This is an optimization exercise on Yosys and OpenROAD, whose aim is small area, a short achievable clock period and few clock cycles per item, not a production implementation. Function was checked by simulation only, so behaviour that the tests miss may differ from the original. Power and IR drop assume default switching activity.

## run A
==> flow/design.v (excerpt) <==
module Log2(
  input clk,
  input reset,
  input h,
  output reg flag,
  input [7:0] in,
  output reg [7:0] out
);
  reg busy;
  wire [7:0] lut;
  always @(posedge clk or posedge reset) begin
    if (reset) begin
      busy <= 1'b0;
      flag <= 1'b0;
    end else begin
      busy <= h;
      flag <= busy | (flag & ~h);
    end
  end
  always @(posedge clk) begin
    if (h)
      out <= in;
    else if (busy)
      out <= lut;
  end
  ...
clock: 10.0 ns
lec_check: 0
cap_margin: 20
core_margin: 2
core_utilization: 40
slew_margin: 20
standard.sh (not shown) runs the stock make flow with config.mk's settings and CLKGATE_MAP_FILE= SYNTH_SCRIPT=/design/flow/synth_recipe.tcl, a recipe that flattens the netlist after the stock synthesis.
==> flow/flow/run.sh <==
#!/bin/bash
# Standard ORFS layout with two changes:
#  - synthesis maps the logic with an area-oriented ABC script (flow/abc_area.script);
#  - port buffers are sky130_fd_sc_hd__buf_2 instead of the default delay buffer.
set -euo pipefail
rm -rf myscripts
cp -r "$FLOW_HOME/scripts" myscripts
cp flow/abc_area.script myscripts/abc_area.script
bash standard.sh synth ABC_AREA=1 SCRIPTS_DIR="$PWD/myscripts" > synth.log 2>&1
bash standard.sh finish SETUP_SLACK_MARGIN=6.8 "BUFFER_PORTS_ARGS=-buffer_cell sky130_fd_sc_hd__buf_2" > layout.log 2>&1
==> flow/flow/abc_area.script <==
strash
dch
amap
topo
Run A completed; timing, DRC and antenna clean
Testbench counts of run A, summed over its fixed seeds: cycles 8,192, conversions 4,096.
Modified inputs, run B compared to run A
diff --git a/flow/flow/run.sh b/flow/flow/run.sh
--- a/flow/flow/run.sh
+++ b/flow/flow/run.sh
@@ -10 +10 @@
-bash standard.sh finish SETUP_SLACK_MARGIN=6.8 "BUFFER_PORTS_ARGS=-buffer_cell sky130_fd_sc_hd__buf_2" > layout.log 2>&1
+bash standard.sh finish "BUFFER_PORTS_ARGS=-buffer_cell sky130_fd_sc_hd__buf_2" > layout.log 2>&1
--- outcome ---
Summary of run B over run A: worst-case clock skew fell by 6.3 ps; worst vdd rail ir drop shrank by about 20%; share of the core filled with cells lower; global-route wire length before repair lower; total power draw fell about 26%.
What run C does differently from run B at the input level:
==> flow/flow/run.sh <==
#!/bin/bash
# Standard ORFS layout with these changes:
#  - synthesis maps the logic with the ABC script in flow/abc_area.script
#    (same synthesis script otherwise, so registers keep their names and types);
#  - port buffers are sky130_fd_sc_hd__buf_2 instead of the default delay buffer;
#  - extra make settings: 
set -euo pipefail
rm -rf myscripts
cp -r "$FLOW_HOME/scripts" myscripts
cp flow/abc_area.script myscripts/abc_area.script
bash standard.sh synth ABC_AREA=1 SCRIPTS_DIR="$PWD/myscripts" > synth.log 2>&1
bash standard.sh finish  "BUFFER_PORTS_ARGS=-buffer_cell sky130_fd_sc_hd__buf_2" > layout.log 2>&1
==> flow/flow/abc_area.script <==
strash
dch
map -D 2000
topo
upsize -D 2000
dnsize -D 2000
The worst setup slack in run C sits 1130 ps above the value recorded for run B.
The pre-CTS setup slack in run C sits 1060 ps above the value recorded for run B.
Final area: run C vs run B up about 9%
Run C and run B ended up with roughly the same clock insertion delay at the later pin of the skew report.
Route | run C vs run B | wire longer in run C


Another version of the RTL of Log2 (not shown whole).
Size in the first run: roughly 10 flip-flops, ~20 I/O pins, ~940 um2 of cells after synthesis.
==> flow/design.v (excerpt) <==
module Log2(
  input clk,
  input reset,
  input h,
  output reg flag,
  input [7:0] in,
  output reg [7:0] out
);
export LEC_CHECK = 0
export CAP_MARGIN = 20
export CORE_MARGIN = 2
export CORE_UTILIZATION = 40
export SLEW_MARGIN = 20
create_clock -name core_clock -period 10.0 [get_ports {clk}]
==> flow/flow/run.sh <==
#!/bin/bash
# Standard ORFS layout with these changes:
#  - synthesis maps the logic with the ABC script in flow/abc_area.script
#    (same synthesis script otherwise, so registers keep their names and types);
#  - port buffers are sky130_fd_sc_hd__buf_1 instead of the default delay buffer;
#  - extra make settings: 
set -euo pipefail
rm -rf myscripts
cp -r "$FLOW_HOME/scripts" myscripts
cp flow/abc_area.script myscripts/abc_area.script
bash standard.sh synth ABC_AREA=1 SCRIPTS_DIR="$PWD/myscripts" > synth.log 2>&1
bash standard.sh finish  "BUFFER_PORTS_ARGS=-buffer_cell sky130_fd_sc_hd__buf_1" > layout.log 2>&1
==> flow/flow/abc_area.script <==
strash
dch
map -D 2000
topo
buffer -p
upsize -D 2000
dnsize -D 2000
Testbench counts at the start, summed over its fixed seeds: cycles 8,192, conversions 4,096.
Next try:
==> flow/flow/abc_area.script (replaced) <==
strash
dch
map -D 1600
topo
=>
- The changed run completed with no timing, DRC or antenna violations
- setup slack got worse by 0.29 ns
- clock-buffer cell count does not change
- global-route usage hardly moves
- combinational power shrinks by roughly a tenth
- wire length climbs slightly
Next try:
==> flow/flow/abc_area.script (replaced) <==
strash
dch
map -D 2000
topo
buffer -p
upsize -D 2000
dnsize -D 2000
- CORE_AREA: not set -> 2.5 2.5 61.5 61.5
- CORE_MARGIN: 2 -> not set
- CORE_UTILIZATION: 40 -> not set
- DIE_AREA: not set -> 0 0 64 64
=> Combinational power is higher by roughly a tenth. Clock-buffer cell count is unchanged. Hold slack degrades by 0.0072 ns. Worst setup slack is better by 0.28 ns.
Next try:
==> flow/flow/run.sh (replaced) <==
#!/bin/bash
# Standard ORFS layout with these changes:
#  - synthesis maps the logic with the ABC script in flow/abc_area.script
#    (same synthesis script otherwise, so registers keep their names and types);
#  - port buffers are sky130_fd_sc_hd__buf_2 instead of the default delay buffer;
#  - extra make settings: 
set -euo pipefail
rm -rf myscripts
cp -r "$FLOW_HOME/scripts" myscripts
cp flow/abc_area.script myscripts/abc_area.script
bash standard.sh synth ABC_AREA=1 SCRIPTS_DIR="$PWD/myscripts" > synth.log 2>&1
bash standard.sh finish  "BUFFER_PORTS_ARGS=-buffer_cell sky130_fd_sc_hd__buf_2" > layout.log 2>&1
==> flow/flow/abc_area.script (replaced) <==
strash
dch
map -D 1600
topo
buffer -p
upsize -D 1600
dnsize -D 1600
- CORE_AREA: 2.5 2.5 61.5 61.5 -> not set
- CORE_MARGIN: not set -> 2
- CORE_UTILIZATION: not set -> 40
- DIE_AREA: 0 0 64 64 -> not set
=> Setup slack improves by 0.098 ns; routed wire length grows by 9.5%; hold slack improves by 0.011 ns.

-- separate check: timing with driven ports --
How much do the figures lean on ideal ports? The routed layouts below were timed once more, with nothing changed but the port constraints. Step 1, drivers: a clkbuf_16 drives clk and a buf_2 each remaining input, both assumed. Step 2 moves the port delays by t, midway between the first and last clock arrival at a register: inputs arrive t later, outputs are due t later. That takes back most of the time a late clock gives input paths. Slacks: ideal ports / drivers / drivers and shift; pairs: ideal ports / drivers.
run	t (ns)	slack for setup (ns)	worst setup path at the end	slew at the worst register clock pin (ns)
run A	0.280	6.673 / 6.673 / 6.673	register to register	0.07 / 0.07
run B	0.278	5.728 / 5.728 / 5.728	register to register	0.07 / 0.07
run C	0.278	6.854 / 6.854 / 6.854	register to register	0.07 / 0.07
the first run of note 2	0.286	6.950 / 6.932 / 6.950	register to register	0.07 / 0.07
the second run of note 2	0.276	6.661 / 6.661 / 6.661	register to register	0.07 / 0.07
the third run of note 2	0.279	6.944 / 6.940 / 6.944	register to register	0.06 / 0.06
the fourth run of note 2	0.270	7.043 / 7.027 / 7.078	register to register	0.06 / 0.06
After both steps every run listed still meets setup and hold.
